Background: an optimization exercise with open tools, aiming at small area, a short achievable clock period and few clock cycles per item. Do not read the settings as production practice. Power is estimated from default activity; no workload was simulated.

north:
==> module apb_slave, before the edit <==
module apb_slave (
  input  logic        PCLK,
  input  logic        PRESETn,
  input  logic [31:0] PADDR,
  input  logic        PSEL,
  input  logic        PENABLE,
  input  logic        PWRITE,
  input  logic [31:0] PWDATA,
  output logic [31:0] PRDATA,
  output logic        PREADY,
  output logic        PSLVERR
);
  logic [15:0] [31:0] registers;
  logic [15:0]        written;
  logic               wr_pending;
  logic        addr_valid;
  logic [15:0] addr_dec;
  logic [15:0] wen;
  assign addr_valid = (PADDR[31:6] == 0);
  assign addr_dec   = 16'b1 << PADDR[5:2];
  assign wen        = wr_pending ? addr_dec : 16'b0;
  always_ff @(posedge PCLK or negedge PRESETn) begin
    if (!PRESETn) begin
      wr_pending <= 1'b0;
      written    <= '0;
    end else begin
      wr_pending <= PSEL && !PENABLE && PWRITE && addr_valid;
      written    <= written | wen;
    end
  end
  always_ff @(posedge PCLK) begin
    for (int i = 0; i < 16; i++)
      if (wen[i])
        registers[i] <= PWDATA;
  end
  logic [31:0] rdata;
  logic [15:0] rsel_lo, rsel_hi;
  apb_rsel u_rsel_lo (.idx(PADDR[5:2]), .written(written), .sel(rsel_lo));
  apb_rsel u_rsel_hi (.idx(PADDR[5:2]), .written(written), .sel(rsel_hi));
  always_comb begin
    rdata = '0;
    for (int i = 0; i < 16; i++) begin
      rdata[15:0]  = rdata[15:0]  | (registers[i][15:0]  & {16{rsel_lo[i]}});
      rdata[31:16] = rdata[31:16] | (registers[i][31:16] & {16{rsel_hi[i]}});
    end
  end
  always_ff @(posedge PCLK) begin
    PRDATA  <= rdata;
    PSLVERR <= !addr_valid;
  end
  assign PREADY = 1'b1;
endmodule
export LEC_CHECK = 0
export CAP_MARGIN = 20
export CORE_MARGIN = 2
export CORE_UTILIZATION = 40
export CTS_CLUSTER_DIAMETER = 100
export CTS_CLUSTER_SIZE = 30
export SETUP_SLACK_MARGIN = 3.0
export SLEW_MARGIN = 20
export SYNTH_HIERARCHICAL = 1
create_clock -name core_clock -period 5.0 [get_ports {PCLK}]
standard.sh (not shown) runs the stock make flow with config.mk's settings and CLKGATE_MAP_FILE= SYNTH_SCRIPT=/design/flow/synth_recipe.tcl, a recipe that flattens the netlist after the stock synthesis.
==> flow/flow/run.sh <==
#!/bin/bash
# The standard layout, with every port buffered by a plain buf_1 (ORFS's
# buffer_ports otherwise picks a delay cell); repair_timing resizes as needed.
set -euo pipefail
bash standard.sh finish "BUFFER_PORTS_ARGS=-buffer_cell sky130_fd_sc_hd__buf_1" > standard.log 2>&1
The following lists how south was set up differently from north:
--- a/flow/design.v
+++ b/flow/design.v
@@ -12,19 +12,21 @@
 );
   logic [15:0] [31:0] registers;
   logic [15:0]        written;
-  logic               wr_pending;
+  logic [3:0]         wgrp;
+  logic [15:0]        wen;
   logic        addr_valid;
   logic [15:0] addr_dec;
-  logic [15:0] wen;
   assign addr_valid = (PADDR[31:6] == 0);
   assign addr_dec   = 16'b1 << PADDR[5:2];
-  assign wen        = wr_pending ? addr_dec : 16'b0;
+  always_comb
+    for (int i = 0; i < 16; i++)
+      wen[i] = wgrp[i / 4] && (PADDR[3:2] == 2'(i % 4));
   always_ff @(posedge PCLK or negedge PRESETn) begin
     if (!PRESETn) begin
-      wr_pending <= 1'b0;
+      wgrp       <= '0;
       written    <= '0;
     end else begin
-      wr_pending <= PSEL && !PENABLE && PWRITE && addr_valid;
+      wgrp       <= (PSEL && !PENABLE && PWRITE && addr_valid) ? 4'b1 << PADDR[5:4] : 4'b0;
       written    <= written | wen;
     end
   end
@@ -37,12 +39,19 @@
   logic [15:0] rsel_lo, rsel_hi;
   apb_rsel u_rsel_lo (.idx(PADDR[5:2]), .written(written), .sel(rsel_lo));
   apb_rsel u_rsel_hi (.idx(PADDR[5:2]), .written(written), .sel(rsel_hi));
-  always_comb begin
-    rdata = '0;
-    for (int i = 0; i < 16; i++) begin
-      rdata[15:0]  = rdata[15:0]  | (registers[i][15:0]  & {16{rsel_lo[i]}});
-      rdata[31:16] = rdata[31:16] | (registers[i][31:16] & {16{rsel_hi[i]}});
+  for (genvar b = 0; b < 32; b++) begin : g_rd
+    logic [15:0] s;
+    logic [5:0]  p;
+    logic [1:0]  h;
+    assign s = (b < 16) ? rsel_lo : rsel_hi;
+    for (genvar k = 0; k < 5; k++) begin : g_p
+      apb_aoi222 u_p (.a(s[3*k]), .b(registers[3*k][b]), .c(s[3*k+1]), .d(registers[3*k+1][b]),
+                      .e(s[3*k+2]), .f(registers[3*k+2][b]), .y(p[k]));
     end
+    assign p[5] = !(s[15] && registers[15][b]);
+    apb_nand3 u_h0 (.a(p[0]), .b(p[1]), .c(p[2]), .y(h[0]));
+    apb_nand3 u_h1 (.a(p[3]), .b(p[4]), .c(p[5]), .y(h[1]));
+    assign rdata[b] = h[0] | h[1];
   end
   always_ff @(posedge PCLK) begin
     PRDATA  <= rdata;
@@ -57,3 +66,9 @@
 );
   assign sel = (16'b1 << idx) & written;
 endmodule
+module apb_aoi222 (input logic a, b, c, d, e, f, output logic y);
+  assign y = !((a && b) || (c && d) || (e && f));
+endmodule
+module apb_nand3 (input logic a, b, c, output logic y);
+  assign y = !(a && b && c);
+endmodule
==> results.txt <==
Core utilization: south lower than north. In the tables for south and north, area added between synthesis and finish reads higher with north. Going from north to south, layout buffer count excluding clock buffers fell 65; critical path depth rose 2; die area fell 1.4%; power about even. Result: PASS for each of south and north. Against north, south comes in 1,082 higher on first-iteration DRC count.
No run of this note included a check of the RTL's function; only the layout flow was run.

## what the ideal ports hide
How much do the figures lean on ideal ports? The routed layouts below were timed once more, with nothing changed but the port constraints.
Step 1: set_driving_cell puts a clkbuf_16 on PCLK and a buf_2 on each other input, an assumption about the parent block.
Step 2 times the ports against the registers' clock, not the clock port: input delays grow and output delays shrink by t, the midpoint of the rising clock arrivals with the driver on.
a / b / c = ideal ports / drivers / drivers and shift; a / b = the first two.
run	t, ns	setup slack, ns	latest minus earliest clock arrival (ns)	worst register clock-pin slew, ns	cell pins on the clock port's net
north	0.619	2.935 / 2.881 / 2.397	0.019 / 0.019	0.12 / 0.12	1
south	0.621	2.884 / 2.904 / 2.284	0.016 / 0.015	0.12 / 0.12	1
After both steps every run listed still meets setup and hold. For south, which loses most, drivers alone change the setup slack by +0.020 ns; drivers and shift together by -0.600 ns.
